Context: an optimization exercise on an open-source flow, tuned for small area. The choices shown serve that exercise and are no tape-out recipe. At most, simulation tests tie the RTL to the original design; equivalence was not proved. Only the layout flow was run in runs 2 to 6; the RTL was not checked for function there. Power figures rest on the tool's default switching activity, not on a simulated workload.

[design/flow/config.mk]
export PLATFORM = sky130hd
export DESIGN_NAME = smg_interface_demo
export DESIGN_NICKNAME = smg_interface_demo
export VERILOG_FILES = /design/flow/design.v
export SDC_FILE = /design/flow/constraint.sdc
export NUM_CORES = 4
export LEC_CHECK = 0
export CAP_MARGIN = 20
export CORE_MARGIN = 2
export CORE_UTILIZATION = 40
export SLEW_MARGIN = 20
[design/flow/constraint.sdc]
create_clock -name core_clock -period 10.0 [get_ports {CLK}]
set_input_delay 2.0000 -clock core_clock [delete_from_list [all_inputs] [get_ports {CLK}]]
set_output_delay 2.0000 -clock core_clock [all_outputs]
set_load 0.01 [all_outputs]
[design/flow/design.v]
module smg_interface_demo
(
    input CLK,                       
    input RSTn,                      
    input R1,                        
    input key,                       
    output [7:0]SMG_Data,            
    output [5:0]Scan_Sig,            
    output [3:0] led,
    output rx                        
);
reg f8;
wire rst = RSTn & ~f8;
reg [5:0] c1;
reg [4:0] q;
wire c1_end = (c1 == 6'd49);
wire samp = c1_end & (q == 5'd19);            
wire cnt0 = (q == 5'd0);
wire ph01  = cnt0 & (c1[5:1] == 5'd0);        
wire ph012 = cnt0 & (c1 <= 6'd2);             
wire ph0   = cnt0 & (c1 == 6'd0);             
always @(posedge CLK)
    if (!rst) begin
        c1 <= 6'd0;
        q <= 5'd0;
    end else begin
        c1 <= c1_end ? 6'd0 : c1 + 6'd1;
        if (c1_end) q <= (q == 5'd19) ? 5'd0 : q + 5'd1;
    end
reg kc, kk, p;
wire pc = samp & kc & ~R1;
wire pk = samp & kk & ~key;
reg [4:0] cc;            
reg [7:0] ck;            
reg rec1, rec2;          
reg F;                   
reg [18:0] E;            
reg lr1, lr2;
always @(posedge CLK)
    if (!rst) begin
        kc <= 1'b1; kk <= 1'b1; p <= 1'b0;
    end else if (samp) begin
        kc <= R1; kk <= key; p <= pc;
    end
wire [4:0] cc_m1 = cc - 5'd1;
wire [4:0] cc_o1 = (ph01 & p) ? cc_m1 : cc;      
wire [4:0] cc_o2 = (ph012 & p) ? cc_m1 : cc;     
wire fl1 = (cc_o1 == 5'd4);
wire ff  = (cc_o1 == 5'd8);
wire v   = (cc_o2 == 5'd8);
wire c1rec = (cc_o2 == 5'd4);
wire cc_ge8 = (ph0 & p) ? (cc_m1[4] | cc_m1[3]) : (cc[4] | cc[3]);
wire [3:0] n1d = rec1 ? ck[3:0] : 4'd0;
wire [3:0] n2d = rec2 ? ck[7:4] : 4'd0;
wire gt = n1d > n2d;
wire eq = n1d == n2d;
wire f1 = v & gt;
wire f2 = v & ~gt & ~eq;
wire fm = v & eq;
wire [3:0] nl = v ? (gt ? n1d : n2d) : 4'd0;
always @(posedge CLK)
    if (!rst) begin
        cc <= 5'd0; ck <= 8'd0; rec1 <= 1'b0; rec2 <= 1'b0; F <= 1'b0;
        lr1 <= 1'b0; lr2 <= 1'b0;
    end else begin
        if (pc) cc <= cc + 5'd1;
        if (pk & ~cc[4] & ~cc[3] & ~(cc[2] ? rec2 : rec1)) ck[cc[2:0]] <= 1'b1;
        rec1 <= rec1 | c1rec;
        rec2 <= rec2 | v;
        F <= F | cc_ge8;
        if (E[15:0] < 16'd34500) begin
            if (f1) begin lr1 <= 1'b1; lr2 <= 1'b0; end
            else if (f2) begin lr1 <= 1'b0; lr2 <= 1'b1; end
            else if (fm) begin lr1 <= 1'b1; lr2 <= 1'b1; end
        end else begin
            lr1 <= 1'b0; lr2 <= 1'b0;
        end
    end
always @(posedge CLK)
    if (!F) begin
        E <= 19'd0; f8 <= 1'b0;
    end else begin
        E <= E + 19'd1;
        if (E == 19'd399999) f8 <= 1'b1;
    end
assign led = {2'b00, fl1 | lr1, ff ^ lr2};
reg [3:0] nld;           
always @(posedge CLK) nld <= nl;
reg [2:0] j;
reg [3:0] rnum;
reg [3:0] dn;            
wire [2:0] dig = (j == 3'd7) ? 3'd0 :
                 (c1 == 6'd0) ? ((j == 3'd5) ? 3'd0 : j + 3'd1) : j;
reg [3:0] selv;
always @(*)
    case (dig)
        3'd0: selv = n1d;
        3'd1: selv = n2d;
        3'd3, 3'd5: selv = nld;
        default: selv = 4'd10;
    endcase
always @(posedge CLK or negedge rst)
    if (!rst) begin
        j <= 3'd7; rnum <= 4'd0; dn <= 4'd0;
    end else begin
        j <= dig;
        if (!c1_end) rnum <= selv;
        if (rnum <= 4'd10) dn <= ~rnum;
    end
reg [5:0] scan;
always @(*)
    case (j)
        3'd0: scan = 6'b011_111;
        3'd1: scan = 6'b101_111;
        3'd2: scan = 6'b110_111;
        3'd3: scan = 6'b111_011;
        3'd4: scan = 6'b111_101;
        3'd5: scan = 6'b111_110;
        default: scan = 6'b100_000;
    endcase
assign Scan_Sig = scan;
reg [7:0] seg;
always @(*)
    case (~dn)
        4'd0: seg = 8'b1100_0000;
        4'd1: seg = 8'b1111_1001;
        4'd2: seg = 8'b1010_0100;
        4'd3: seg = 8'b1011_0000;
        4'd4: seg = 8'b1001_1001;
        4'd5: seg = 8'b1001_0010;
        4'd6: seg = 8'b1000_0010;
        4'd7: seg = 8'b1111_1000;
        4'd8: seg = 8'b1000_0000;
        4'd9: seg = 8'b1001_0000;
        4'd10: seg = 8'b1011_1111;
        default: seg = 8'b1111_1111;
    endcase
assign SMG_Data = seg;
reg [11:0] div;          
reg [3:0] bc;            
reg b, tx;
wire div0 = (div == 12'd2603);
wire [3:0] bc_n = div0 ? ((bc == 4'd10) ? 4'd0 : bc + 4'd1) : bc;
reg bit_n;
always @(*)
    case (bc_n)
        4'd1: bit_n = 1'b0;
        4'd2: bit_n = nld[0];
        4'd3: bit_n = nld[1];
        4'd4: bit_n = nld[2];
        4'd5: bit_n = nld[3];
        4'd6, 4'd7, 4'd8, 4'd9: bit_n = 1'b0;
        default: bit_n = 1'b1;
    endcase
always @(posedge CLK or negedge RSTn)
    if (!RSTn) begin
        div <= 12'd0; bc <= 4'd15; b <= 1'b1; tx <= 1'b0;
    end else begin
        div <= (div == 12'd0) ? 12'd2603 : div - 12'd1;
        bc <= bc_n;
        b <= bit_n;
        tx <= b;
    end
assign rx = tx;
endmodule
[design/flow/run.sh]
#!/bin/bash
# synth_recipe.tcl (not shown) runs the flow's synth.tcl, then flattens the netlist and writes it again
# the make line also repeats each setting of config.mk as NAME=value (left out here)
make -C /OpenROAD-flow-scripts/flow DESIGN_CONFIG=/design/flow/config.mk WORK_HOME=/design/flow/orfs CLKGATE_MAP_FILE= SYNTH_SCRIPT=/design/flow/synth_recipe.tcl finish
==> flow_summary.json, run 1 <==
{
  "hold_violations": 0,
  "cts_setup_buffers": 0,
  "synth_top_family_by_area": "simple AND/OR/NAND/NOR gates",
  "ir_drop_mv": 0.07348,
  "synth.avg_cell_area_um2": 8.565,
  "cts_buffers": 9,
  "die_w_um": 114.4,
  "yosysWarnings": 1,
  "yosysUniqueCellTypes": 61,
  "clockRootBuffer": "clkbuf_16",
  "seqCellArea_mm2": 0.001857,
  "drc": 0,
  "syn_inst": 569,
  "switching_power_w": 0.0003093,
  "num_rows": 40,
  "globalplace.congestion": 0.8565,
  "arrival_ns": 3.10,
  "crit_type": "flip-flop to output pin",
  "slew_viol_final": 0,
  "clkLatencyLatePin_ns": 0.34,
  "final_core_util_pct": 45.76,
  "synth_ff_type": "dfxtp_1",
  "synthMuxAreaShare_pct": 2.182,
  "power_frac_comb_pct": 27.6,
  "async_reset_ff_share_pct": 34.12,
  "worstMarginPinSlew_ns": 0.8473,
  "fillCellCount": 1164,
  "grt_overflow": 0,
  "p_per_area_mw_per_mm2": 188.8,
  "leakage_nw": 2.147,
  "hold_slack_ns": 0.3882,
  "critPathMaxFanout": 12,
  "cts_htree_levels": 3,
  "dpl.hpwl_mm": 7.037,
  "cts_tree": "yes",
  "antenna_cells": 0,
  "wl_mm": 9.907,
  "synth_area_leaders": "dfxtp_1 (23%), dfrtp_1 (11%), ha_1 (7.4%)",
  "end_kind": "output pin",
  "r2r_slack_ns": 7.42,
  "min_path_type": "flip-flop to flip-flop",
  "internal_power_w": 0.0007244,
  "synth_most_common_cell": "nor2_1",
  "finClkSkew_ns": 0.007112,
  "cts.sinks": 85,
  "area_growth_syn_to_layout_pct": 12.32,
  "dr.pass1.iters": 5,
  "nets": 610,
  "synth_edf_count": 0,
  "synth.cell_area_mm2": 0.004873,
  "path_clk_slew_ns": 0.06,
  "synth-xor-area-share_pct": 7.368,
  "antenna_found_initial": 0,
  "start_util_pct": 40.74,
  "r2r-start": "c1[3]",
  "coreArea_mm2": 0.01196,
  "clockPowerShare_pct": 33.7,
  "reg2reg_depth": 5,
  "die-area_mm2": 0.01308,
  "drtIter0Drc": 124,
  "grt_max_degree": 26,
  "worstPathRequired_ns": 8.00,
  "io_pins": 23,
  "postCtsHoldBufs": 0,
  "slew_headroom_pct": 42.99,
  "min_path_cells": 0,
  "multi_input_area_mm2": 0.002828,
  "cts_resized": 0,
  "cts_buffer_depth": 2,
  "wl_per_cell_um": 13.59,
  "seq_power_share_pct": 38.7,
  "dieHeight_um": 114.4,
  "track_usage_pct": 16.47,
  "ant_nets": 0,
  "period_share_pct": 51.04,
  "synth.largest_area_cell": "dfxtp_1",
  "grt_pass1_wl_mm": 17.53,
  "outcome": "finished clean",
  "synth_common_cells": "nor2_1 (63), dfxtp_1 (56), nand2_1 (46)",
  "synth_adder_area_share_pct": 7.445,
  "grt_pass1_vias": 3714,
  "p_sw_share_pct": 29.92,
  "timing.fmax_ghz": 0.1959,
  "synth_compound_area_share_pct": 12.81,
  "r2r_end": "lr1",
  "crit_start": "cc[0]",
  "viasPerCell": 5.355,
  "synth_seq_cells": 85,
  "min_from": "b",
  "vias": 3904,
  "yosysSeqAreaShare_pct": 38.10,
  "setup-violations-final": 0,
  "maxCapViolations": 0,
  "drive_gt1_share_pct": 6.186,
  "portBuffers": 19,
  "startpoint_type": "flip-flop",
  "hold_end": "tx",
  "period_minus_slack_ns": 5.104,
  "finalSetupTns_ns": 0,
  "synth_top_area_share_pct": 23.00,
  "synthSimpleGateAreaFrac_pct": 27.98,
  "rsz0062_at_grt": "no"
}
registers in the layout, indices dropped and copies added (netlist names), 3 cells and up:
register,cells
dn,4
E,19
rnum,4
ck,8
j,3
bc,4
div,12
nld,4
q,5
cc,5
c1,6
per-layer routing:
layer / global-route usage (%) / vias to the layer above / wire length, um
met1: 22.49 / 1797 / 4907
met4: 6.260 / 0 / 188
met3: 3.176 / 15 / 352
li1: - / 2017 / -
met2: 25.84 / 75 / 4457
met5: 0 / - / 0
cells by family after synthesis:
kind of cell / count (synthesis)
other: 2
flip-flops: 85
AND/OR/NAND/NOR: 256
multiplexers: 10
adder cells (fa/ha/maj): 29
buffers and inverters: 48
XOR/XNOR: 41
AO/OA/AOI/OAI: 98
cell usage in the layout (no fill, tap or decap), types with 17 or more instances in the layout:
cell type and count:
nor2_1 63, ha_1 29, nand2_1 46, dfrtp_1 21, dfxtp_1 56, inv_1 23, xor2_1 17, a21oi_1 36
clkdlybuf4s50_1 19, and2_1 21, nor3_1 17, xnor2_1 24, nand3_1 21
power by group through the flow:
stage / clock [W] / combinational [W] / sequential [W]
final: 0.000348 / 0.000285 / 0.000400
after global placement: 0 / 0.000282 / 0.000405
after global routing: 0.000373 / 0.000321 / 0.000407
after CTS: 0.000358 / 0.000286 / 0.000400
after floorplan: 0 / 0.000188 / 0.000386
after detailed placement: 0 / 0.000285 / 0.000407
cell type report:
cell class | instances | area share, %
Clock buffer | 13 | 4.960
Clock inverter | 3 | 0.7771
Multi-Input combinational cell | 437 | 51.66
Inverter | 23 | 1.577
Sequential cell | 85 | 33.92
Timing Repair Buffer | 21 | 3.749
Tap cell | 147 | 3.360
through the flow:
step                      std cells  total power, W  area, um^2  setup slack (ns)
final                           729        0.001034        5474             4.896
after CTS                       729        0.001044        5474             4.868
after global placement          713       0.0006869        5160             5.310
after global routing            729        0.001101        5474             4.657
after detailed placement        713       0.0006913        5160             5.311
after floorplan                 570       0.0005744        4877             5.923
critical path, stage by stage, from the launching register on:
cell,delay (ns)
dfxtp_1,0.41
inv_1,0.13
ha_1,0.33
nor3b_1,0.39
xnor2_1,0.21
nand3_1,0.14
a211oi_1,0.39
xor2_1,0.20
clkdlybuf4s50_1,0.56
worst max-delay path by stage:
stage                   to  slack [ns]  cells after the start
finish              led[0]        4.90                      8
global route        led[0]        4.66                      8
detailed placement  led[0]        5.31                      8
floorplan           led[0]        5.92                      9
CTS                 led[0]        4.87                      8
global placement    led[0]        5.31                      6
==> run 2: changes to the inputs <==
--- a/design/flow/design.v
+++ b/design/flow/design.v
@@ -34,7 +34,6 @@
 reg [7:0] ck;            
 reg rec1, rec2;          
 reg F;                   
-reg [18:0] E;            
 reg lr1, lr2;
 always @(posedge CLK)
     if (!rst) begin
@@ -42,14 +41,17 @@
     end else if (samp) begin
         kc <= R1; kk <= key; p <= pc;
     end
-wire [4:0] cc_m1 = cc - 5'd1;
-wire [4:0] cc_o1 = (ph01 & p) ? cc_m1 : cc;      
-wire [4:0] cc_o2 = (ph012 & p) ? cc_m1 : cc;     
-wire fl1 = (cc_o1 == 5'd4);
-wire ff  = (cc_o1 == 5'd8);
-wire v   = (cc_o2 == 5'd8);
-wire c1rec = (cc_o2 == 5'd4);
-wire cc_ge8 = (ph0 & p) ? (cc_m1[4] | cc_m1[3]) : (cc[4] | cc[3]);
+wire pd1 = ph01 & p;
+wire pd2 = ph012 & p;
+wire cc4 = (cc == 5'd4);
+wire cc5 = (cc == 5'd5);
+wire cc8 = (cc == 5'd8);
+wire cc9 = (cc == 5'd9);
+wire fl1 = pd1 ? cc5 : cc4;
+wire ff  = pd1 ? cc9 : cc8;
+wire v   = pd2 ? cc9 : cc8;
+wire c1rec = pd2 ? cc5 : cc4;
+wire cc_ge8 = (cc[4] | cc[3]) & ~(ph0 & p & cc8);
 wire [3:0] n1d = rec1 ? ck[3:0] : 4'd0;
 wire [3:0] n2d = rec2 ? ck[7:4] : 4'd0;
 wire gt = n1d > n2d;
@@ -68,7 +70,7 @@
         rec1 <= rec1 | c1rec;
         rec2 <= rec2 | v;
         F <= F | cc_ge8;
-        if (E[15:0] < 16'd34500) begin
+        if (L) begin
             if (f1) begin lr1 <= 1'b1; lr2 <= 1'b0; end
             else if (f2) begin lr1 <= 1'b0; lr2 <= 1'b1; end
             else if (fm) begin lr1 <= 1'b1; lr2 <= 1'b1; end
@@ -76,12 +78,20 @@
             lr1 <= 1'b0; lr2 <= 1'b0;
         end
     end
+reg [15:0] B;
+reg [2:0] K;
+reg L;
+wire bfb = B[15] ^ B[14] ^ B[12] ^ B[3] ^ (B[14:0] == 15'd0);
+wire bwrap = (B == 16'h8000);                
 always @(posedge CLK)
     if (!F) begin
-        E <= 19'd0; f8 <= 1'b0;
+        B <= 16'd0; K <= 3'd0; L <= 1'b1; f8 <= 1'b0;
     end else begin
-        E <= E + 19'd1;
-        if (E == 19'd399999) f8 <= 1'b1;
+        B <= {B[14:0], bfb};
+        if (bwrap) K <= K + 3'd1;
+        if (B == 16'hc099) L <= 1'b0;           
+        else if (bwrap) L <= 1'b1;
+        if (K == 3'd6 && B == 16'h177c) f8 <= 1'b1;    
     end
 assign led = {2'b00, fl1 | lr1, ff ^ lr2};
 reg [3:0] nld;           
@@ -136,10 +146,13 @@
         default: seg = 8'b1111_1111;
     endcase
 assign SMG_Data = seg;
-reg [11:0] div;          
+reg [1:0] uj;
+reg [1:0] u3;
+reg [2:0] u7;
+reg [4:0] u31;
 reg [3:0] bc;            
 reg b, tx;
-wire div0 = (div == 12'd2603);
+wire div0 = (uj == 2'b01) & (u3 == 2'b11) & (u7 == 3'b010) & (u31 == 5'b00010);
 wire [3:0] bc_n = div0 ? ((bc == 4'd10) ? 4'd0 : bc + 4'd1) : bc;
 reg bit_n;
 always @(*)
@@ -154,9 +167,13 @@
     endcase
 always @(posedge CLK or negedge RSTn)
     if (!RSTn) begin
-        div <= 12'd0; bc <= 4'd15; b <= 1'b1; tx <= 1'b0;
+        uj <= 2'b00; u3 <= 2'b01; u7 <= 3'b001; u31 <= 5'b00001;
+        bc <= 4'd15; b <= 1'b1; tx <= 1'b0;
     end else begin
-        div <= (div == 12'd0) ? 12'd2603 : div - 12'd1;
+        uj <= {uj[0], ~uj[1]};
+        u3 <= {u3[0], u3[1] ^ u3[0]};
+        u7 <= {u7[1:0], u7[2] ^ u7[1]};
+        u31 <= {u31[3:0], u31[4] ^ u31[2]};
         bc <= bc_n;
         b <= bit_n;
         tx <= b;
--- a/design/flow/config.mk
+++ b/design/flow/config.mk
@@ -8,4 +8,7 @@
 export CAP_MARGIN = 20
 export CORE_MARGIN = 2
 export CORE_UTILIZATION = 40
+export CTS_BUF_LIST = sky130_fd_sc_hd__clkbuf_4 sky130_fd_sc_hd__clkbuf_8
+export CTS_CLUSTER_DIAMETER = 60
+export CTS_CLUSTER_SIZE = 20
 export SLEW_MARGIN = 20
==> run 2 against run 1 <==
  * Largest power group unchanged
  * Synthesized area shrank 9.3%
  * Die area shrank 9.0%
  * Final cell count decreased by 11%
  * Sequential cell count increased by 1
  * Highest routed layer unchanged
  * Wire length shrank 13%
  * Register-to-register slack improved by 0.23 ns
  * Clock skew rose by 0.0048 ns
  * Clock-buffer cell count is 1 lower
  * Via count fell by 14%
  * Clock power shrank 14%
  * Worst setup slack better by 0.61 ns
  * First-iteration DRC count increased by 43%
==> flow_summary.json, run 2 <==
{
  "crit_chain": "clkdlybuf4s50_1, nand2b_1, inv_1, nand2_1, nor2_1",
  "cts_buffer_depth": 2,
  "syn_inst": 496,
  "period_minus_slack_ns": 4.499,
  "yosysSeqAreaShare_pct": 42.55,
  "crit_slowest_cell": "clkdlybuf4s50_1",
  "nets": 542,
  "synth_top_area_share_pct": 25.82,
  "finClkSkew_ns": 0.01189,
  "viasPerCell": 5.160,
  "seq_power_share_pct": 40.8,
  "vias": 3364,
  "worstMarginPinSlew_ns": 0.8259,
  "finalSetupTns_ns": 0,
  "track_usage_pct": 15.57,
  "worstPathRequired_ns": 10.29,
  "internal_power_w": 0.0006827,
  "period_share_pct": 44.99,
  "ir_drop_mv": 0.07746,
  "critical-path-top-delay-family": "buffers and inverters",
  "synth_common_cells": "nor2_1 (64), dfxtp_1 (57), nand2_1 (42)",
  "dpl.hpwl_mm": 6.354,
  "synth_edf_count": 0,
  "final_core_util_pct": 45.70,
  "drc": 0,
  "largest-register": "B",
  "grt_pass1_vias": 3169,
  "path_clk_slew_ns": 0.08,
  "cts_htree_levels": 3,
  "coreArea_mm2": 0.01079,
  "ant_nets": 0,
  "area_growth_syn_to_layout_pct": 11.61,
  "path_buf_inv": 2,
  "end_kind": "flip-flop",
  "antenna_found_initial": 0,
  "cts_tree": "yes",
  "clockRootBuffer": "clkbuf_8",
  "min_path_type": "flip-flop to flip-flop",
  "die_w_um": 109.1,
  "largestRegisters": "B: 16 flops, ck: 8 flops, c1: 6 flops",
  "final_common_cell": "nor2_1",
  "multi_input_area_mm2": 0.002326,
  "cts.sinks": 86,
  "layout_common_cells": "nor2_1 (64), dfxtp_1 (57), nand2_1 (42)",
  "synth.cell_area_mm2": 0.004419,
  "synth_area_leaders": "dfxtp_1 (26%), dfrtp_1 (10%), ha_1 (8.8%)",
  "grt_max_degree": 23,
  "die-area_mm2": 0.01191,
  "globalplace.congestion": 0.8618,
  "maxCapViolations": 0,
  "crit_type": "input port to flip-flop",
  "p_sw_share_pct": 29.60,
  "async_reset_ff_share_pct": 33.72,
  "grt_overflow": 0,
  "clockPowerShare_pct": 30.7,
  "synth.largest_area_cell": "dfxtp_1",
  "io_pins": 23,
  "start_util_pct": 40.95,
  "synth_most_common_cell": "nor2_1",
  "power_frac_comb_pct": 28.5,
  "hold_slack_ns": 0.3707,
  "finalWorstSetupSlack_ns": 5.501,
  "largest_reg_flops": 16,
  "wl_mm": 8.585,
  "critPathMaxFanout": 22,
  "fillCellCount": 1046,
  "cts_resized": 0,
  "synth.avg_cell_area_um2": 8.910,
  "slew_headroom_pct": 44.77,
  "yosysWarnings": 1,
  "dr.pass1.iters": 4,
  "rsz0062_at_grt": "no",
  "hold_violations": 0,
  "setup-violations-final": 0,
  "cts_buffers": 9,
  "slew_viol_final": 0,
  "seqCellArea_mm2": 0.001881,
  "portBuffers": 19,
  "p_per_area_mw_per_mm2": 196.6,
  "cts_setup_buffers": 0,
  "grt_pass1_wl_mm": 14.60,
  "yosysUniqueCellTypes": 61,
  "dp_slack_ns": 5.005,
  "clkLatencyLatePin_ns": 0.36,
  "synth_seq_cells": 86,
  "synth_ff_type": "dfxtp_1",
  "outcome": "finished clean",
  "timing.fmax_ghz": 0.2223,
  "drtIter0Drc": 177,
  "drive_gt1_share_pct": 8.594,
  "antenna_cells": 0,
  "critPathMaxStageDelay_ns": 1.01,
  "leakage_nw": 2.018,
  "arrival_ns": 4.79,
  "switching_power_w": 0.0002870,
  "postCtsHoldBufs": 0,
  "dieHeight_um": 109.1,
  "startpoint_type": "input port",
  "wl_per_cell_um": 13.17,
  "num_rows": 38
}
-- run 2: changes by cell type after synthesis, sizes merged, moves of 7 or more --
cell / before / now
clkbuf: 20 / 12
nor3: 17 / 8
xnor2: 24 / 8
nand3: 21 / 13
inv: 23 / 30
o21ai: 16 / 24
or3: 9 / 2
-- run 2: per-stage QoR --
| step | area, um^2 | instances | power [W] |
|---|---|---|---|
| 2_1_floorplan | 4423 | 497 | 0.0005684 |
| 4_1_cts | 4932 | 652 | 0.0009812 |
| 6_report | 4932 | 652 | 0.0009696 |
| 3_5_place_dp | 4684 | 636 | 0.0006823 |
| 3_3_place_gp | 4684 | 636 | 0.0006784 |
| 5_1_grt | 4932 | 652 | 0.001029 |
-- run 2: cell type report --
type | count | share of cell area, %
clock inverter | 4 | 1.928
multi-input combinational | 361 | 47.16
inverter | 30 | 2.283
clock buffer | 12 | 3.095
tap | 140 | 3.551
timing repair buffer | 19 | 3.856
sequential | 86 | 38.13
-- run 2: metal layers --
layer  global-route usage, %  up-vias  wire (um)
met5                       0        -          0
li1                        -     1737          -
met3                   4.244       13        223
met2                   24.62       42       3950
met4                   5.678        0        127
met1                   20.33     1572       4284
-- run 2: cells by family (layout without fill, tap and decap cells) --
| family | Yosys count | count (layout) | synth area share (%) |
|---|---|---|---|
| AO/OA/AOI/OAI | 104 | 104 | 14.67 |
| multiplexers | 12 | 12 | 2.860 |
| flip-flops | 86 | 86 | 42.55 |
| adder cells (fa/ha/maj) | 31 | 31 | 8.777 |
| buffers and inverters | 50 | 65 | 4.898 |
| other | 2 | 3 | 0.1699 |
| AND/OR/NAND/NOR | 192 | 192 | 22.31 |
| XOR/XNOR | 19 | 19 | 3.766 |
-- run 2: power groups by stage --
stage | Sequential [W] | Clock, W | Combinational (W)
5_1_grt | 0.000401 | 0.000320 | 0.000308
3_3_place_gp | 0.000403 | 0 | 0.000276
4_1_cts | 0.000395 | 0.000306 | 0.000280
2_1_floorplan | 0.000387 | 0 | 0.000181
3_5_place_dp | 0.000403 | 0 | 0.000279
6_report | 0.000396 | 0.000298 | 0.000276
-- run 2: worst paths after layout --
kind	endpoint	startpoint	slack, ns	cells after the start
worst max-delay path	c1[2]	RSTn	5.50	5
worst min-delay path	u31[2]	u31[1]	0.37	0
worst max register to register	rnum[3]	j[0]	7.65	9
worst min register to register	u31[2]	u31[1]	0.37	0
max in group asynchronous	dn[0]	RSTn	6.03	3
min in group asynchronous	rnum[3]	f8	1.03	2
==> run 3: changes to the inputs <==
--- a/design/flow/config.mk
+++ b/design/flow/config.mk
@@ -8,7 +8,5 @@
 export CAP_MARGIN = 20
 export CORE_MARGIN = 2
 export CORE_UTILIZATION = 40
-export CTS_BUF_LIST = sky130_fd_sc_hd__clkbuf_4 sky130_fd_sc_hd__clkbuf_8
-export CTS_CLUSTER_DIAMETER = 60
-export CTS_CLUSTER_SIZE = 20
+export CTS_BUF_LIST = sky130_fd_sc_hd__clkbuf_8
 export SLEW_MARGIN = 20
==> run 3 against run 2 <==
  * Sequential share of layout area up 0.058 points
  * Register-to-register slack about the same
  * Clock-buffer cell count down 2
  * Largest cell class unchanged
  * Largest power group unchanged
==> flow_summary.json, run 3 <==
{
  "clockRootBuffer": "clkbuf_8",
  "yosysSeqAreaShare_pct": 42.55,
  "area_growth_syn_to_layout_pct": 11.44,
  "largestRegisters": "B: 16 flops, ck: 8 flops, c1: 6 flops",
  "dr.pass1.iters": 4,
  "crit_chain": "clkdlybuf4s50_1, nand2b_1, inv_1, nand2_1, nor2_1",
  "die-area_mm2": 0.01191,
  "p_total_w": 0.0009618,
  "cts_tree": "yes",
  "postCtsHoldBufs": 0,
  "antenna_cells": 0,
  "arrival_ns": 4.81,
  "start_util_pct": 40.95,
  "cts_setup_buffers": 0,
  "p_per_area_mw_per_mm2": 195.3,
  "rsz0062_at_grt": "no",
  "wl_per_cell_um": 13.17,
  "grt_pass1_wl_mm": 14.59,
  "track_usage_pct": 15.56,
  "synth_common_cells": "nor2_1 (64), dfxtp_1 (57), nand2_1 (42)",
  "finClkSkew_ns": 0.01179,
  "worstMarginPinSlew_ns": 0.8257,
  "min_from": "u31[1]",
  "vias": 3375,
  "leakage_nw": 2.019,
  "antenna_found_initial": 0,
  "reg2reg_depth": 9,
  "grt_pass1_vias": 3167,
  "num_rows": 38,
  "dieHeight_um": 109.1,
  "min_path_cells": 0,
  "portBuffers": 19,
  "slew_headroom_pct": 44.78,
  "drive_gt1_share_pct": 8.203,
  "synth_area_leaders": "dfxtp_1 (26%), dfrtp_1 (10%), ha_1 (8.8%)",
  "grt_overflow": 0,
  "clkLatencyLatePin_ns": 0.36,
  "finalSetupTns_ns": 0,
  "largest-register": "B",
  "startpoint_type": "input port",
  "outcome": "finished clean",
  "min_path_type": "flip-flop to flip-flop",
  "cts_buffers": 9,
  "layout.cells.non_filler": 652,
  "viasPerCell": 5.176,
  "cts_htree_levels": 3,
  "crit_type": "input port to flip-flop",
  "setup-violations-final": 0,
  "layout_common_cells": "nor2_1 (64), dfxtp_1 (57), nand2_1 (42)",
  "nets": 542,
  "die_w_um": 109.1,
  "synth_ff_type": "dfxtp_1",
  "synth.avg_cell_area_um2": 8.910,
  "r2r-start": "j[0]",
  "yosysWarnings": 1,
  "period_minus_slack_ns": 4.514,
  "globalplace.congestion": 0.8618,
  "io_pins": 23,
  "ir_drop_mv": 0.07745,
  "syn_inst": 496,
  "cts.sinks": 86,
  "synth_edf_count": 0,
  "ant_nets": 0,
  "path_clk_slew_ns": 0.08,
  "cts_buffer_depth": 2,
  "timing.fmax_ghz": 0.2215,
  "period_share_pct": 45.14,
  "synth_seq_cells": 86,
  "drtIter0Drc": 178,
  "slew_viol_final": 0,
  "synth_most_common_cell": "nor2_1",
  "async_reset_ff_share_pct": 33.72,
  "wl_mm": 8.586,
  "r2r_end": "rnum[3]",
  "dpl.hpwl_mm": 6.354,
  "largest_reg_flops": 16,
  "grt_max_degree": 23,
  "fillCellCount": 1048,
  "critPathMaxFanout": 22,
  "synth.largest_area_cell": "dfxtp_1",
  "hold_violations": 0,
  "worstPathRequired_ns": 10.29,
  "crit_slowest_cell": "clkdlybuf4s50_1",
  "end_kind": "flip-flop",
  "cts_resized": 0,
  "drc": 0,
  "final_common_cell": "nor2_1",
  "coreArea_mm2": 0.01079,
  "dp.cells": 636,
  "r2r_slack_ns": 7.65,
  "hold_end": "u31[2]",
  "maxCapViolations": 0,
  "yosysUniqueCellTypes": 61,
  "synth_top_area_share_pct": 25.82,
  "critPathMaxStageDelay_ns": 1.01,
  "synth.cell_area_mm2": 0.004419
}
==> run 3: cell counts after synthesis <==
Identical to the previous run, type by type.
==> run 3: cell type report <==
type / count / area (um^2) / share of cell area [%]
Multi-Input combinational cell: 361 / 2326 / 47.23
Sequential cell: 86 / 1881 / 38.19
Timing Repair Buffer: 19 / 190.2 / 3.862
Tap cell: 140 / 175.2 / 3.557
Clock buffer: 10 / 137.6 / 2.795
Inverter: 30 / 112.6 / 2.287
Clock inverter: 6 / 102.6 / 2.083
==> run 3: worst max-delay path by stage <==
stage / startpoint / to / slack, ns / cells after the start
CTS: RSTn / c1[2] / 5.40 / 5
floorplan: j[1] / Scan_Sig[5] / 6.60 / 4
global placement: RSTn / c1[3] / 5.13 / 5
detailed placement: RSTn / c1[2] / 5.01 / 5
global route: RSTn / c1[2] / 5.15 / 5
finish: RSTn / c1[2] / 5.49 / 5
==> run 3: per-layer routing <==
layer  up-vias  global-route usage (%)  share of wire (%)
li1       1738                       -                  -
met1      1579                   20.33                 50
met2        45                   24.58                 46
met3        13                   4.244                2.9
met4         0                   5.678                1.5
met5         -                       0                  0
==> run 3: worst max-delay path: cells and delay by family <==
family	cells	cell delay, ns
buffers and inverters	2	1.74
AND/OR/NAND/NOR	3	1.05
==> run 3: per-stage QoR <==
step	hold WS, ns	worst slack, ns	instance area [um^2]	utilization, %
after floorplan	0.3455	6.600	4423	-
after global placement	0.3598	5.132	4684	43.40
after detailed placement	0.3578	5.005	4684	43.40
after CTS	0.3706	5.400	4925	45.63
after global routing	0.3862	5.154	4925	45.63
final	0.3707	5.486	4925	45.63
==> run 3: cell families (layout without fill, tap and decap cells) <==
family	after synthesis	count (layout)	share of synthesized area, %
xor gates and xnor gates	19	19	3.766
buffers and inverters	50	65	4.898
adders and majority gates	31	31	8.777
other	2	3	0.1699
DFF	86	86	42.55
and+or+nand+nor	192	192	22.31
muxes	12	12	2.860
AOI/OAI and AO/OA	104	104	14.67
==> run 3: power by group <==
group / internal, W / switching [W] / leakage, nW
Clock: 0.000171 / 0.000119 / 0.129
Sequential: 0.000364 / 0.0000321 / 0.796
Combinational: 0.000141 / 0.000135 / 1.09
==> run 4: changes to the inputs <==
--- a/design/flow/design.v
+++ b/design/flow/design.v
@@ -13,12 +13,8 @@
 wire rst = RSTn & ~f8;
 reg [5:0] c1;
 reg [4:0] q;
-wire c1_end = (c1 == 6'd49);
-wire samp = c1_end & (q == 5'd19);            
-wire cnt0 = (q == 5'd0);
-wire ph01  = cnt0 & (c1[5:1] == 5'd0);        
-wire ph012 = cnt0 & (c1 <= 6'd2);             
-wire ph0   = cnt0 & (c1 == 6'd0);             
+wire c1_end = c1[5] & c1[4] & c1[0];         
+wire samp = c1_end & q[4] & q[1] & q[0];     
 always @(posedge CLK)
     if (!rst) begin
         c1 <= 6'd0;
@@ -40,9 +36,11 @@
         kc <= 1'b1; kk <= 1'b1; p <= 1'b0;
     end else if (samp) begin
         kc <= R1; kk <= key; p <= pc;
+    end else if (c1[1]) begin
+        p <= 1'b0;
     end
-wire pd1 = ph01 & p;
-wire pd2 = ph012 & p;
+wire pd1 = p & ~c1[1];                       
+wire pd2 = p;                                
 wire cc4 = (cc == 5'd4);
 wire cc5 = (cc == 5'd5);
 wire cc8 = (cc == 5'd8);
@@ -51,7 +49,7 @@
 wire ff  = pd1 ? cc9 : cc8;
 wire v   = pd2 ? cc9 : cc8;
 wire c1rec = pd2 ? cc5 : cc4;
-wire cc_ge8 = (cc[4] | cc[3]) & ~(ph0 & p & cc8);
+wire cc_ge8 = (cc[4] | cc[3]) & ~(pd1 & ~c1[0] & cc8);
 wire [3:0] n1d = rec1 ? ck[3:0] : 4'd0;
 wire [3:0] n2d = rec2 ? ck[7:4] : 4'd0;
 wire gt = n1d > n2d;
@@ -91,7 +89,7 @@
         if (bwrap) K <= K + 3'd1;
         if (B == 16'hc099) L <= 1'b0;           
         else if (bwrap) L <= 1'b1;
-        if (K == 3'd6 && B == 16'h177c) f8 <= 1'b1;    
+        if (K[2] & K[1] & (B == 16'h177c)) f8 <= 1'b1;    
     end
 assign led = {2'b00, fl1 | lr1, ff ^ lr2};
 reg [3:0] nld;           
==> design/flow/flow/run.sh (new file) <==
#!/bin/bash
# Own flow: the standard layout, with the settings below added to config.mk.
set -e
cp standard.sh standard_sh.log
cp config.mk config_orig.log
bash standard.sh > standard.log 2>&1
==> design/flow/standard.sh (new file) <==
#!/bin/bash
# synth_recipe.tcl (not shown) runs the flow's synth.tcl, then flattens the netlist and writes it again
# the make line also repeats each setting of config.mk as NAME=value (left out here)
make -C /OpenROAD-flow-scripts/flow DESIGN_CONFIG=/design/flow/config.mk WORK_HOME=/design/flow/orfs CLKGATE_MAP_FILE= SYNTH_SCRIPT=/design/flow/synth_recipe.tcl "${@:-finish}"
--- a/design/flow/config.mk
+++ b/design/flow/config.mk
@@ -8,5 +8,4 @@
 export CAP_MARGIN = 20
 export CORE_MARGIN = 2
 export CORE_UTILIZATION = 40
-export CTS_BUF_LIST = sky130_fd_sc_hd__clkbuf_8
 export SLEW_MARGIN = 20
removed: design/flow/run.sh
==> run 4 against run 3 <==
  * Sequential cell count stayed put
  * Utilization hardly changed
  * Critical path depth stayed put
  * Final cell count is 5.5% lower
  * Power is 8.2% lower
  * Synthesized area is 4.6% lower
  * Highest routed layer unchanged
==> flow_summary.json, run 4 <==
{
  "synth-xor-area-share_pct": 3.948,
  "synth_most_common_cell": "dfxtp_1",
  "viasPerCell": 5.170,
  "finClkSkew_ns": 0.009293,
  "hold_violations": 0,
  "path_clk_slew_ns": 0.09,
  "worstMarginPinSlew_ns": 0.9244,
  "wl_mm": 8.218,
  "largestRegisters": "B: 16 flops, ck: 8 flops, c1: 6 flops",
  "cts_setup_buffers": 0,
  "slew_headroom_pct": 38.37,
  "drc": 0,
  "portBuffers": 19,
  "critPathMaxStageDelay_ns": 0.99,
  "wl_per_cell_um": 13.34,
  "largest-register": "B",
  "drive_gt1_share_pct": 9.167,
  "vias": 3185,
  "critPathMaxFanout": 25,
  "synth_area_leaders": "dfxtp_1 (27%), dfrtp_1 (11%), dfstp_2 (6.9%)",
  "syn_inst": 463,
  "min_path_type": "flip-flop to flip-flop",
  "nets": 502,
  "layout_common_cells": "dfxtp_1 (57), nor2_1 (53), nand2_1 (41)",
  "crit_slowest_cell": "clkdlybuf4s50_1",
  "outcome": "finished clean",
  "cts_tree": "yes",
  "async_reset_ff_share_pct": 33.72,
  "setup-violations-final": 0,
  "grt_pass1_wl_mm": 14.25,
  "finalWorstSetupSlack_ns": 5.489,
  "multi_input_area_mm2": 0.002168,
  "period_share_pct": 45.11,
  "synth_adder_area_share_pct": 6.827,
  "synthMuxAreaShare_pct": 3.532,
  "arrival_ns": 4.79,
  "maxCapViolations": 0,
  "p_per_area_mw_per_mm2": 188.2,
  "postCtsHoldBufs": 0,
  "synthSimpleGateAreaFrac_pct": 23.27,
  "period_minus_slack_ns": 4.511,
  "globalplace.congestion": 0.7813,
  "synth_ff_type": "dfxtp_1",
  "dpl.hpwl_mm": 6.012,
  "num_rows": 37,
  "antenna_found_initial": 0,
  "clockRootBuffer": "clkbuf_8",
  "critical-path-top-delay-family": "buffers and inverters",
  "yosysWarnings": 1,
  "yosysUniqueCellTypes": 62,
  "synth_edf_count": 0,
  "io_pins": 23,
  "final_common_cell": "dfxtp_1",
  "grt_overflow": 0,
  "timing.fmax_ghz": 0.2217,
  "antenna_cells": 0,
  "synth_compound_area_share_pct": 13.59,
  "cts.sinks": 86,
  "area_growth_syn_to_layout_pct": 11.37,
  "final_core_util_pct": 45.68,
  "synth.largest_area_cell": "dfxtp_1",
  "dr.pass1.iters": 4,
  "use_met3_pct": 3.951,
  "rsz0062_at_grt": "no",
  "cts_resized": 0,
  "clkLatencyLatePin_ns": 0.36,
  "synth_common_cells": "dfxtp_1 (57), nor2_1 (53), nand2_1 (41)",
  "busiest_layer": "met2",
  "gr-usage-met1_pct": 20.81,
  "worstPathRequired_ns": 10.28,
  "cts_htree_levels": 3,
  "fillCellCount": 1019,
  "seqCellArea_mm2": 0.001881,
  "drtIter0Drc": 129,
  "path_buf_inv": 2,
  "start_util_pct": 41.02,
  "ir_drop_mv": 0.09954,
  "die-area_mm2": 0.01138,
  "cts_buffer_depth": 2,
  "cts_buffers": 9,
  "startpoint_type": "input port",
  "synth_top_area_share_pct": 27.07,
  "dp_slack_ns": 5.041,
  "finalSetupTns_ns": 0,
  "crit_chain": "clkdlybuf4s50_1, nand2b_1, inv_1, nand2_1, a211oi_1",
  "synth_seq_cells": 86,
  "ant_nets": 0,
  "leakage_nw": 1.941,
  "yosysSeqAreaShare_pct": 44.61,
  "track_usage_pct": 15.83,
  "grt_max_degree": 26,
  "grt_pass1_vias": 2996,
  "crit_type": "input port to flip-flop",
  "end_kind": "flip-flop",
  "largest_reg_flops": 16,
  "coreArea_mm2": 0.01028,
  "dieHeight_um": 106.7,
  "slew_viol_final": 0,
  "synth_top_family_by_area": "simple AND/OR/NAND/NOR gates",
  "synth.cell_area_mm2": 0.004215,
  "met2_usage_pct": 25.39,
  "die_w_um": 106.7,
  "synth.avg_cell_area_um2": 9.104
}
[run 4: cell count changes in the layout (fill, tap and decap cells not counted), sizes merged, moves of 5 or more]
cell / delta
nor2: -10
o21ai: -10
ha: -8
inv: -8
o31ai: +6
a31oi: -5
[run 4: cell type report]
cell class                      instances  area share [%]
Sequential cell                        86           40.06
Clock buffer                           10           2.719
Tap cell                              136           3.625
Timing Repair Buffer                   19           4.051
Inverter                               23           1.839
Clock inverter                          6           1.519
Multi-Input combinational cell        336           46.19
[run 4: worst register-to-register path: stages, from the launching register on]
cell     delay (ns)
dfxtp_1        0.40
inv_1          0.09
ha_1           0.15
or4b_4         0.49
nor2_4         0.16
mux2i_1        0.47
inv_2          0.13
mux2i_1        0.15
a221o_2        0.35
[run 4: routing by layer]
metal	part of all wire (%)	up-vias
li1	-	1636
met1	50	1496
met2	46	42
met3	2.8	11
met4	1.6	0
met5	0	-
[run 4: power breakdown]
part	switching (W)	internal, W
Sequential	0.0000329	0.000364
Combinational	0.000117	0.000126
Clock	0.000126	0.000117
[run 4: cell families (layout without fill, tap and decap cells)]
family,Yosys count,count (layout)
compound gates,89,89
other cells,2,3
fa+ha+maj,23,23
flops,86,86
xor+xnor,19,19
mux,13,13
simple gates,189,189
buf+inv,42,58
[run 4: path summary, 6_finish.rpt]
check,to,cells after the start,slack (ns),start
setup / recovery,lr2,5,5.49,RSTn
hold / removal,uj[1],0,0.38,uj[0]
setup reg to reg,rnum[2],8,7.49,c1[0]
hold reg to reg,uj[1],0,0.38,uj[0]
max in group asynchronous,rnum[0],3,6.02,RSTn
min in group asynchronous,rnum[2],2,1.12,f8
[run 4: metrics by stage]
step / instances / instance area, um^2 / hold slack [ns] / power [W]
CTS: 616 / 4695 / 0.3813 / 0.0008928
global route: 616 / 4695 / 0.3892 / 0.0009426
finish: 616 / 4695 / 0.3778 / 0.0008834
global placement: 600 / 4496 / 0.3580 / 0.0006429
detailed placement: 600 / 4496 / 0.3604 / 0.0006460
floorplan: 464 / 4219 / 0.3463 / 0.0005493
==> run 5: changes to the inputs <==
==> design/flow/flow/run.sh (replaced) <==
#!/bin/bash
# Own flow: the standard layout with a few ORFS settings added to config.mk.
# Port buffers use the smallest buffer and CTS inserts no dummy loads.
set -e
cat >> config.mk <<'EOC'
export CTS_ARGS = -sink_clustering_enable -repair_clock_nets -dont_use_dummy_load
export BUFFER_PORTS_ARGS = -buffer_cell sky130_fd_sc_hd__buf_1
EOC
bash standard.sh > standard.log 2>&1
--- a/design/flow/config.mk
+++ b/design/flow/config.mk
@@ -9,3 +9,5 @@
 export CORE_MARGIN = 2
 export CORE_UTILIZATION = 40
 export SLEW_MARGIN = 20
+export CTS_ARGS = -sink_clustering_enable -repair_clock_nets -dont_use_dummy_load
+export BUFFER_PORTS_ARGS = -buffer_cell sky130_fd_sc_hd__buf_1
==> run 5 against run 4 <==
  * Sequential cell count is the same
  * Critical path type unchanged
  * Global-route usage decreased by 0.21 points
  * Die area stayed put
  * Sequential share of layout area grew 1.7 points
  * Synthesized cell count did not move
  * Still clean on timing, DRC and antenna
  * Hold slack worse by 0.0091 ns
  * Combinational power fell by 17%
  * Worst setup slack improved by 0.25 ns
  * Final cell count shrank 1.1%
  * Via count grew 0.63%
  * Fmax grew 5.8%
  * Clock-buffer cell count down 1
==> flow_summary.json, run 5 <==
{
  "outcome": "finished clean",
  "rsz0062_at_grt": "no",
  "largestRegisters": "B: 16 flops, ck: 8 flops, c1: 6 flops",
  "yosysWarnings": 1,
  "largest_reg_flops": 16,
  "ir_drop_mv": 0.07619,
  "wl_per_cell_um": 13.52,
  "viasPerCell": 5.263,
  "worstMarginPinSlew_ns": 0.9164,
  "synth.avg_cell_area_um2": 9.104,
  "switching_power_w": 0.0002529,
  "leakage_nw": 1.860,
  "dr.pass1.iters": 4,
  "nets": 502,
  "wl_met3_um": 298,
  "drc": 0,
  "cts_setup_buffers": 0,
  "cts_htree_levels": 3,
  "p_sw_share_pct": 32.31,
  "internal_power_w": 0.0005297,
  "startpoint_type": "input port",
  "p_per_area_mw_per_mm2": 173.9,
  "final_common_cell": "dfxtp_1",
  "grt_pass1_vias": 3043,
  "finalWorstSetupSlack_ns": 5.737,
  "r2r-start": "c1[0]",
  "met2WireLength_mm": 3.682,
  "finalSetupTns_ns": 0,
  "wl_mm": 8.236,
  "grt_pass1_wl_mm": 14.44,
  "synth_top_area_share_pct": 27.07,
  "synth_area_leaders": "dfxtp_1 (27%), dfrtp_1 (11%), dfstp_2 (6.9%)",
  "largest-register": "B",
  "synth.largest_area_cell": "dfxtp_1",
  "syn_inst": 463,
  "r2r_end": "rnum[2]",
  "slew_headroom_pct": 38.91,
  "synth.cell_area_mm2": 0.004215,
  "min_from": "uj[0]",
  "fillCellCount": 1027,
  "maxCapViolations": 0,
  "die-area_mm2": 0.01138,
  "num_rows": 37,
  "grt_max_degree": 26,
  "io_pins": 23,
  "layout_common_cells": "dfxtp_1 (57), nor2_1 (53), nand2_1 (41)",
  "antenna_cells": 0,
  "maxUsedRoutingLayer": "met4",
  "cts_buffer_depth": 2,
  "globalplace.congestion": 0.8463,
  "yosysSeqAreaShare_pct": 44.61,
  "arrival_ns": 4.50,
  "hold_violations": 0,
  "synth_common_cells": "dfxtp_1 (57), nor2_1 (53), nand2_1 (41)",
  "crit_slowest_cell": "nand2b_1",
  "hold_end": "uj[1]",
  "drive_gt1_share_pct": 8.034,
  "power_frac_comb_pct": 25.8,
  "dieHeight_um": 106.7,
  "seq_power_share_pct": 50.7,
  "min_path_cells": 0,
  "grt_overflow": 0,
  "slew_viol_final": 0,
  "synth_ff_type": "dfxtp_1",
  "clkLatencyLatePin_ns": 0.34,
  "cts_resized": 0,
  "postCtsHoldBufs": 0,
  "path_clk_slew_ns": 0.08,
  "multi_input_area_mm2": 0.002168,
  "clockPowerShare_pct": 23.5,
  "worstPathRequired_ns": 10.24,
  "clockRootBuffer": "clkbuf_8",
  "portBuffers": 19,
  "critPathMaxFanout": 25,
  "drtIter0Drc": 192,
  "wl_met1_mm": 4.170,
  "antenna_found_initial": 0,
  "setup-violations-final": 0,
  "die_w_um": 106.7,
  "min_path_type": "flip-flop to flip-flop",
  "async_reset_ff_share_pct": 33.72,
  "reg2reg_depth": 8,
  "synth_most_common_cell": "dfxtp_1",
  "synth_edf_count": 0,
  "yosysUniqueCellTypes": 62,
  "ant_nets": 0,
  "timing.fmax_ghz": 0.2346,
  "dp_slack_ns": 5.232,
  "end_kind": "flip-flop",
  "cts_tree": "yes",
  "finClkSkew_ns": 0.02235,
  "vias": 3205,
  "track_usage_pct": 15.62,
  "coreArea_mm2": 0.01028,
  "period_minus_slack_ns": 4.263,
  "period_share_pct": 42.63,
  "cts_buffers": 9,
  "dpl.hpwl_mm": 6.137,
  "start_util_pct": 41.02,
  "seqCellArea_mm2": 0.001881,
  "synth_seq_cells": 86,
  "r2r_slack_ns": 7.49,
  "crit_chain": "buf_1, nand2b_1, inv_1, nand2_1, a211oi_1",
  "critPathMaxStageDelay_ns": 0.73,
  "cts.sinks": 86,
  "crit_type": "input port to flip-flop",
  "area_growth_syn_to_layout_pct": 6.768
}
[run 5: cell counts after synthesis]
Identical to the previous run, type by type.
[run 5: how the worst max path moves through the flow]
stage / startpoint / endpoint / slack, ns / depth (start not counted)
4_1_cts: RSTn / lr2 / 5.56 / 5
2_1_floorplan: j[2] / Scan_Sig[5] / 6.47 / 4
3_3_place_gp: RSTn / lr2 / 5.34 / 5
3_5_place_dp: RSTn / lr2 / 5.23 / 5
6_report: RSTn / lr2 / 5.74 / 5
5_1_grt: RSTn / lr2 / 5.35 / 5
[run 5: area by class of cell]
type / count / area share, %
sequential: 86 / 41.78
tap: 136 / 3.781
clock buffer: 9 / 2.752
timing repair buffer: 19 / 1.585
multi-input combinational: 336 / 48.18
inverter: 23 / 1.918
[run 5: logic make-up after synthesis]
group                    share of synthesized area, %
AO/OA/AOI/OAI                                   13.59
XOR/XNOR                                        3.948
adder cells (fa/ha/maj)                         6.827
buffers and inverters                           4.036
flip-flops                                      44.61
multiplexers                                    3.532
other                                          0.1782
AND/OR/NAND/NOR                                 23.27
[run 5: through the flow]
stage          cell area (um^2)  total power, W  std cells  hold slack, ns  utilization (%)
4_1_cts                    4501       0.0007912        609          0.3722            43.79
6_report                   4501       0.0007826        609          0.3686            43.79
3_3_place_gp               4377       0.0006002        600          0.3571            42.59
2_1_floorplan              4219       0.0005493        464          0.3463                -
5_1_grt                    4501       0.0008373        609          0.3876            43.79
3_5_place_dp               4377       0.0006062        600          0.3724            42.59
[run 5: worst max-delay path, delay by kind of cell]
kind	cells	cell delay [ns]
buffers and inverters	2	1.38
AO/OA/AOI/OAI	1	0.24
AND/OR/NAND/NOR	2	0.88
[run 5: layer usage]
metal	vias up	global-route usage [%]
li1	1623	-
met1	1533	22.03
met2	43	24.11
met3	6	3.647
met4	0	4.174
met5	-	0
[run 5: power by group through the flow]
stage	clock network, W	registers, W	logic [W]
finish	0.000184	0.000396	0.000202
global route	0.000205	0.000403	0.000230
CTS	0.000191	0.000396	0.000204
detailed placement	0	0.000404	0.000203
global placement	0	0.000403	0.000198
floorplan	0	0.000386	0.000164
==> run 6: changes to the inputs <==
==> design/flow/flow/run.sh (replaced) <==
#!/bin/bash
# Own flow: the standard layout with a few ORFS settings added to config.mk.
# Port buffers use the smallest buffer and CTS inserts no dummy loads.
set -e
cat >> config.mk <<'EOC'
export CTS_ARGS = -sink_clustering_enable -repair_clock_nets -dont_use_dummy_load -buf_list sky130_fd_sc_hd__clkbuf_8
export RECOVER_POWER = 100
export BUFFER_PORTS_ARGS = -buffer_cell sky130_fd_sc_hd__buf_1
EOC
bash standard.sh > standard.log 2>&1
--- a/design/flow/config.mk
+++ b/design/flow/config.mk
@@ -9,5 +9,6 @@
 export CORE_MARGIN = 2
 export CORE_UTILIZATION = 40
 export SLEW_MARGIN = 20
-export CTS_ARGS = -sink_clustering_enable -repair_clock_nets -dont_use_dummy_load
+export CTS_ARGS = -sink_clustering_enable -repair_clock_nets -dont_use_dummy_load -buf_list sky130_fd_sc_hd__clkbuf_8
+export RECOVER_POWER = 100
 export BUFFER_PORTS_ARGS = -buffer_cell sky130_fd_sc_hd__buf_1
==> run 6 against run 5 <==
  * Still clean on timing, DRC and antenna
  * Die area did not move
  * Final cell count did not move
  * Utilization did not move
  * Wire length barely moved
  * Register-to-register slack got worse by 0.06 ns
  * Sequential cell count did not move
  * Cell area did not move
  * Sequential power barely moved
  * Clock skew barely moved
  * Sequential share of layout area did not move
  * Synthesized area did not move
  * Critical path type unchanged
  * Largest cell class unchanged
==> flow_summary.json, run 6 <==
{
  "outcome": "finished clean",
  "die-area_mm2": 0.01138,
  "synth_edf_count": 0,
  "finalSetupTns_ns": 0,
  "synth_common_cells": "dfxtp_1 (57), nor2_1 (53), nand2_1 (41)",
  "io_pins": 23,
  "wl_per_cell_um": 13.53,
  "cts_htree_levels": 3,
  "ant_nets": 0,
  "drtIter0Drc": 187,
  "synth_top_area_share_pct": 27.07,
  "rsz0062_at_grt": "no",
  "num_rows": 37,
  "drc": 0,
  "nets": 502,
  "clockRootBuffer": "clkbuf_8",
  "startpoint_type": "input port",
  "cts_buffers": 9,
  "min_from": "uj[0]",
  "ir_drop_mv": 0.07615,
  "slew_viol_final": 0,
  "critPathMaxFanout": 25,
  "final_common_cell": "dfxtp_1",
  "dieHeight_um": 106.7,
  "dp_slack_ns": 5.232,
  "end_kind": "flip-flop",
  "wl_mm": 8.241,
  "largestRegisters": "B: 16 flops, ck: 8 flops, c1: 6 flops",
  "min_path_cells": 0,
  "drive_gt1_share_pct": 6.765,
  "hold_violations": 0,
  "cts_setup_buffers": 0,
  "syn_inst": 463,
  "die_w_um": 106.7,
  "seqCellArea_mm2": 0.001881,
  "placed_cell_area_mm2": 0.004377,
  "synth_ff_type": "dfxtp_1",
  "worstMarginPinSlew_ns": 0.9209,
  "grt_overflow": 0,
  "slew_headroom_pct": 38.61,
  "layout_common_cells": "dfxtp_1 (57), nor2_1 (53), nand2_1 (41)",
  "maxCapViolations": 0,
  "arrival_ns": 4.51,
  "crit_type": "input port to flip-flop",
  "grt_max_degree": 26,
  "synth.cell_area_mm2": 0.004215,
  "synth.largest_area_cell": "dfxtp_1",
  "track_usage_pct": 15.62,
  "r2r-start": "c1[0]",
  "min_path_type": "flip-flop to flip-flop",
  "cts_tree": "yes",
  "coreArea_mm2": 0.01028,
  "vias": 3200,
  "start_util_pct": 41.02,
  "grt_pass1_vias": 3043,
  "area_growth_syn_to_layout_pct": 6.768,
  "viasPerCell": 5.255,
  "path_clk_slew_ns": 0.08,
  "worstPathRequired_ns": 10.24,
  "portBuffers": 19,
  "timing.fmax_ghz": 0.2342,
  "cts_buffer_depth": 2,
  "final_core_util_pct": 43.79,
  "dr.pass1.iters": 4,
  "p_per_area_mw_per_mm2": 173.5,
  "antenna_cells": 0,
  "r2r_end": "rnum[2]",
  "antenna_found_initial": 0,
  "fillCellCount": 1027,
  "largest-register": "B",
  "period_share_pct": 42.70,
  "finClkSkew_ns": 0.02233,
  "dpl.hpwl_mm": 6.137,
  "globalplace.congestion": 0.8463,
  "grt_pass1_wl_mm": 14.44,
  "cts_resized": 0,
  "clkLatencyLatePin_ns": 0.34,
  "reg2reg_depth": 8,
  "multi_input_area_mm2": 0.002168,
  "yosysUniqueCellTypes": 62,
  "yosysWarnings": 1,
  "cts.sinks": 86,
  "leakage_nw": 1.851,
  "final_area_mm2": 0.004501,
  "async_reset_ff_share_pct": 33.72,
  "postCtsHoldBufs": 0,
  "synth.avg_cell_area_um2": 9.104,
  "r2r_slack_ns": 7.43,
  "largest_reg_flops": 16,
  "synth_seq_cells": 86,
  "hold_end": "uj[1]",
  "synth_area_leaders": "dfxtp_1 (27%), dfrtp_1 (11%), dfstp_2 (6.9%)",
  "synth_most_common_cell": "dfxtp_1",
  "finalWorstSetupSlack_ns": 5.730,
  "period_minus_slack_ns": 4.270,
  "yosysSeqAreaShare_pct": 44.61,
  "setup-violations-final": 0
}
==> run 6: cell count changes in the layout (fill, tap and decap cells not counted), moves of 4 or more <==
cell     previous run  this run
and2_0              0        11
and2_1             22        11
dfstp_1             0         4
dfstp_2            11         7
==> run 6: critical path, stage by stage <==
cell	delay (ns)
clkbuf_1	0.66
nand2b_1	0.73
inv_1	0.72
nand2_1	0.15
a211oi_1	0.24
==> run 6: worst max path at each step <==
stage          start           to  slack (ns)  depth (start not counted)
6_report        RSTn          lr2        5.73                          5
5_1_grt         RSTn          lr2        5.34                          5
4_1_cts         RSTn          lr2        5.56                          5
3_5_place_dp    RSTn          lr2        5.23                          5
3_3_place_gp    RSTn          lr2        5.34                          5
2_1_floorplan   j[2]  Scan_Sig[5]        6.47                          4
==> run 6: kinds of logic after synthesis <==
group           Yosys count  share of synthesized area, %
flops                    86                         44.61
xor+xnor                 19                         3.948
compound gates           89                         13.59
buf+inv                  42                         4.036
simple gates            189                         23.27
mux                      13                         3.532
fa+ha+maj                23                         6.827
other cells               2                        0.1782
==> run 6: report_power, final <==
part / total (W) / switching, W / leakage (nW) / internal [W]
combinational: 0.000202 / 0.000117 / 0.989 / 0.0000844
sequential: 0.000396 / 0.0000320 / 0.797 / 0.000364
clock: 0.000184 / 0.000103 / 0.0647 / 0.0000806
total: 0.000781 / 0.000252 / 1.85 / 0.000529
==> run 6: per-layer routing <==
metal | track usage (%) | vias up | wire (um)
met5 | 0 | - | 0
met4 | 4.174 | 0 | 85
met3 | 3.647 | 6 | 269
met2 | 24.11 | 43 | 3699
met1 | 22.03 | 1528 | 4187
li1 | - | 1623 | -
==> run 6: cell type report <==
type / instances / area share, %
multi-input cells: 336 / 48.18
flip-flops and latches: 86 / 41.78
well taps: 136 / 3.781
clock buffers: 9 / 2.752
inverters: 23 / 1.918
repair buffers: 19 / 1.585
==> run 6: through the flow <==
stage,std cells,hold slack [ns],total power [W]
floorplan,464,0.3463,0.0005493
global placement,600,0.3571,0.0006002
detailed placement,600,0.3724,0.0006062
CTS,609,0.3722,0.0007912
global route,609,0.3877,0.0008358
finish,609,0.3687,0.0007807
==> run 7: changes to the inputs <==
--- a/design/flow/design.v
+++ b/design/flow/design.v
@@ -13,8 +13,12 @@
 wire rst = RSTn & ~f8;
 reg [5:0] c1;
 reg [4:0] q;
-wire c1_end = c1[5] & c1[4] & c1[0];         
-wire samp = c1_end & q[4] & q[1] & q[0];     
+wire c1_end = (c1 == 6'd49);
+wire samp = c1_end & (q == 5'd19);            
+wire cnt0 = (q == 5'd0);
+wire ph01  = cnt0 & (c1[5:1] == 5'd0);        
+wire ph012 = cnt0 & (c1 <= 6'd2);             
+wire ph0   = cnt0 & (c1 == 6'd0);             
 always @(posedge CLK)
     if (!rst) begin
         c1 <= 6'd0;
@@ -36,20 +40,15 @@
         kc <= 1'b1; kk <= 1'b1; p <= 1'b0;
     end else if (samp) begin
         kc <= R1; kk <= key; p <= pc;
-    end else if (c1[1]) begin
-        p <= 1'b0;
     end
-wire pd1 = p & ~c1[1];                       
-wire pd2 = p;                                
-wire cc4 = (cc == 5'd4);
-wire cc5 = (cc == 5'd5);
-wire cc8 = (cc == 5'd8);
-wire cc9 = (cc == 5'd9);
-wire fl1 = pd1 ? cc5 : cc4;
-wire ff  = pd1 ? cc9 : cc8;
-wire v   = pd2 ? cc9 : cc8;
-wire c1rec = pd2 ? cc5 : cc4;
-wire cc_ge8 = (cc[4] | cc[3]) & ~(pd1 & ~c1[0] & cc8);
+wire [4:0] cc_m1 = cc - 5'd1;
+wire [4:0] cc_o1 = (ph01 & p) ? cc_m1 : cc;      
+wire [4:0] cc_o2 = (ph012 & p) ? cc_m1 : cc;     
+wire fl1 = (cc_o1 == 5'd4);
+wire ff  = (cc_o1 == 5'd8);
+wire v   = (cc_o2 == 5'd8);
+wire c1rec = (cc_o2 == 5'd4);
+wire cc_ge8 = (ph0 & p) ? (cc_m1[4] | cc_m1[3]) : (cc[4] | cc[3]);
 wire [3:0] n1d = rec1 ? ck[3:0] : 4'd0;
 wire [3:0] n2d = rec2 ? ck[7:4] : 4'd0;
 wire gt = n1d > n2d;
@@ -89,7 +88,7 @@
         if (bwrap) K <= K + 3'd1;
         if (B == 16'hc099) L <= 1'b0;           
         else if (bwrap) L <= 1'b1;
-        if (K[2] & K[1] & (B == 16'h177c)) f8 <= 1'b1;    
+        if (K == 3'd6 && B == 16'h177c) f8 <= 1'b1;    
     end
 assign led = {2'b00, fl1 | lr1, ff ^ lr2};
 reg [3:0] nld;           
==> design/flow/run.sh (new file) <==
#!/bin/bash
# synth_recipe.tcl (not shown) runs the flow's synth.tcl, then flattens the netlist and writes it again
# the make line also repeats each setting of config.mk as NAME=value (left out here)
make -C /OpenROAD-flow-scripts/flow DESIGN_CONFIG=/design/flow/config.mk WORK_HOME=/design/flow/orfs CLKGATE_MAP_FILE= SYNTH_SCRIPT=/design/flow/synth_recipe.tcl finish
==> design/flow/config.mk (replaced) <==
export PLATFORM = sky130hd
export DESIGN_NAME = smg_interface_demo
export DESIGN_NICKNAME = smg_interface_demo
export VERILOG_FILES = /design/flow/design.v
export SDC_FILE = /design/flow/constraint.sdc
export NUM_CORES = 4
export LEC_CHECK = 0
export CAP_MARGIN = 20
export CORE_MARGIN = 2
export CORE_UTILIZATION = 40
export SLEW_MARGIN = 20
removed: design/flow/flow/run.sh
removed: design/flow/standard.sh
==> run 7 against run 6 <==
  * Still clean
  * Critical path depth rose by 4
  * Synthesized cell count grew 6.7%
  * Utilization increased by 2.5 points
  * Die area up 7.2%
  * Cell area up 13%
  * Clock power up about 80%
  * Worst setup slack worse by 1.0 ns
  * Via count increased by 5.2%
  * Hold slack gained 0.0046 ns
  * Fmax is 19% lower
  * Clock-buffer cell count up 1
  * Clock skew shrank 0.015 ns
==> flow_summary.json, run 7 <==
{
  "synth.largest_area_cell": "dfxtp_1",
  "num_rows": 38,
  "min_path_type": "flip-flop to flip-flop",
  "p_sw_share_pct": 30.23,
  "grt_pass1_vias": 3202,
  "synth_common_cells": "dfxtp_1 (57), nor2_1 (45), a21oi_1 (36)",
  "nets": 538,
  "grt_max_degree": 25,
  "postCtsHoldBufs": 0,
  "area_growth_syn_to_layout_pct": 11.88,
  "cts_resized": 0,
  "async_reset_ff_share_pct": 33.72,
  "synth_most_common_cell": "dfxtp_1",
  "cts_buffers": 9,
  "largestRegisters": "B: 16 flops, ck: 8 flops, c1: 6 flops",
  "synth.avg_cell_area_um2": 9.169,
  "clkLatencyLatePin_ns": 0.33,
  "grt_pass1_wl_mm": 15.10,
  "layout.cells.non_filler": 647,
  "fillCellCount": 1057,
  "slew_viol_final": 0,
  "largest_reg_flops": 16,
  "path_clk_slew_ns": 0.06,
  "ir_drop_mv": 0.1549,
  "layout_common_cells": "dfxtp_1 (57), nor2_1 (45), a21oi_1 (36)",
  "crit_chain": "inv_1, ha_1, or4bb_1, nor4_1, nand2_1, xnor2_1, nor3b_1, xor2_1, clkdlybuf4s50_1",
  "switching_power_w": 0.0003027,
  "finClkSkew_ns": 0.007465,
  "synth_edf_count": 0,
  "wl_per_cell_um": 13.28,
  "final_area_mm2": 0.005067,
  "seqCellArea_mm2": 0.001881,
  "critical-path-top-delay-family": "simple AND/OR/NAND/NOR gates",
  "antenna_cells": 0,
  "dr.pass1.iters": 4,
  "crit_slowest_cell": "clkdlybuf4s50_1",
  "track_usage_pct": 14.72,
  "slew_headroom_pct": 41.13,
  "dp.cells": 631,
  "reg2reg_depth": 8,
  "cts.sinks": 86,
  "synth_area_leaders": "dfxtp_1 (25%), dfrtp_1 (9.9%), ha_1 (8.8%)",
  "cts_setup_buffers": 0,
  "coreArea_mm2": 0.01094,
  "crit_type": "flip-flop to output pin",
  "viasPerCell": 5.202,
  "yosysSeqAreaShare_pct": 41.52,
  "p_per_area_mw_per_mm2": 197.6,
  "cts_tree": "yes",
  "placed_cell_area_mm2": 0.004770,
  "timing.fmax_ghz": 0.1892,
  "hold_slack_ns": 0.3733,
  "arrival_ns": 3.29,
  "cts_buffer_depth": 2,
  "synth_ff_type": "dfxtp_1",
  "synth_seq_cells": 86,
  "end_kind": "output pin",
  "drtIter0Drc": 158,
  "dieHeight_um": 110.4,
  "final_core_util_pct": 46.34,
  "hold_violations": 0,
  "yosysUniqueCellTypes": 63,
  "yosysWarnings": 1,
  "die-area_mm2": 0.01219,
  "multi_input_area_mm2": 0.002400,
  "grt_overflow": 0,
  "path_buf_inv": 2,
  "period_minus_slack_ns": 5.285,
  "drc": 0,
  "power_frac_comb_pct": 27.4,
  "period_share_pct": 52.85,
  "largest-register": "B",
  "setup-violations-final": 0,
  "r2r_end": "lr2",
  "leakage_nw": 2.048,
  "portBuffers": 19,
  "drive_gt1_share_pct": 8.481,
  "vias": 3366,
  "worstMarginPinSlew_ns": 0.8830,
  "cp.depth": 9,
  "finalSetupTns_ns": 0,
  "rsz0062_at_grt": "no",
  "internal_power_w": 0.0006988,
  "cp-endpoint": "led[0]",
  "clockRootBuffer": "clkbuf_16",
  "maxCapViolations": 0,
  "startpoint_type": "flip-flop",
  "globalplace.congestion": 0.8152,
  "synth.cell_area_mm2": 0.004529,
  "synth_top_area_share_pct": 25.19,
  "syn_inst": 494,
  "io_pins": 23,
  "start_util_pct": 41.42,
  "die_w_um": 110.4,
  "r2r_slack_ns": 7.34,
  "r2r-start": "q[0]",
  "cts_htree_levels": 3,
  "crit_start": "q[0]",
  "dpl.hpwl_mm": 6.207,
  "clockPowerShare_pct": 33.1,
  "worstPathRequired_ns": 8.00,
  "final_common_cell": "dfxtp_1",
  "critPathMaxFanout": 5,
  "critPathMaxStageDelay_ns": 0.56,
  "seq_power_share_pct": 39.5,
  "outcome": "finished clean",
  "ant_nets": 0,
  "antenna_found_initial": 0,
  "wl_mm": 8.591
}
==> run 7: cell types whose count changed in the layout (fill, tap and decap cells not counted), moves of 8 or more <==
cell / before / now
nor2_1: 53 / 45
clkdlybuf4s50_1: 0 / 19
clkbuf_16: 0 / 9
nand2_1: 41 / 32
nor4_1: 5 / 13
clkbuf_8: 9 / 0
ha_1: 23 / 32
and2_0: 11 / 0
and2_1: 11 / 29
buf_1: 18 / 0
nor3_1: 5 / 14
==> run 7: per-layer routing <==
metal / share of wire [%] / track usage [%]
met5: 0 / 0
met4: 1.5 / 4.667
met3: 3.1 / 3.293
met2: 46 / 23.68
met1: 49 / 19.70
==> run 7: final cells by class <==
class	instances	share of cell area (%)
timing repair buffer	20	3.901
sequential	86	37.11
multi-input combinational	354	47.36
inverter	31	2.296
clock buffer	10	4.519
clock inverter	6	1.358
tap	140	3.457
==> run 7: metrics by stage <==
stage	worst slack, ns	total power [W]
after detailed placement	4.718	0.0006769
after global routing	4.497	0.001058
after CTS	4.713	0.001012
after floorplan	5.871	0.0005631
final	4.715	0.001002
after global placement	4.834	0.0006678
==> run 7: power by group through the flow <==
stage               Clock [W]  Combinational, W  Sequential [W]
floorplan                   0          0.000173        0.000390
global placement            0          0.000267        0.000401
detailed placement          0          0.000275        0.000402
CTS                  0.000341          0.000276        0.000394
global route         0.000357          0.000302        0.000399
finish               0.000332          0.000275        0.000395
==> run 7: cell families after synthesis <==
kind of cell / share of synthesized area (%)
compound gates: 14.09
xor+xnor: 4.254
fa+ha+maj: 8.840
buf+inv: 5.580
flops: 41.52
mux: 3.121
other cells: 0.1658
simple gates: 22.43
==> run 7: how the worst min path moves through the flow <==
stage / depth (start not counted) / slack [ns] / from / end
after detailed placement: 0 / 0.36 / u31[1] / u31[2]
after floorplan: 2 / 0.30 / f8 / dn[0]
final: 0 / 0.37 / u31[1] / u31[2]
after global placement: 0 / 0.35 / u31[1] / u31[2]
after CTS: 0 / 0.38 / u31[1] / u31[2]
after global routing: 0 / 0.38 / u31[1] / u31[2]

==> re-timing with driven ports <==
The results above use ideal ports. As a check the final layouts listed here were re-extracted and re-timed, cells and wires unchanged. Step 1 sets driving cells, clkbuf_16 on the clock port and buf_2 on the other inputs (assumed; they add their load-dependent delay and slew). Step 2 also shifts input and output timing later by t, the mid clock arrival at the registers, as if the neighbouring blocks saw the same clock. a / b / c = ideal ports / drivers / drivers and shift; a / b = the first two.
run	t (ns)	setup slack, ns
run 1	0.373	4.896 / 4.860 / 5.233
run 2	0.387	5.501 / 5.509 / 5.123
run 3	0.387	5.486 / 5.493 / 5.107
run 4	0.389	5.489 / 5.497 / 5.108
run 5	0.366	5.737 / 5.744 / 5.377
run 6	0.366	5.730 / 5.735 / 5.369
run 7	0.369	4.715 / 4.674 / 4.833
After both steps setup and hold are still met in every run listed.
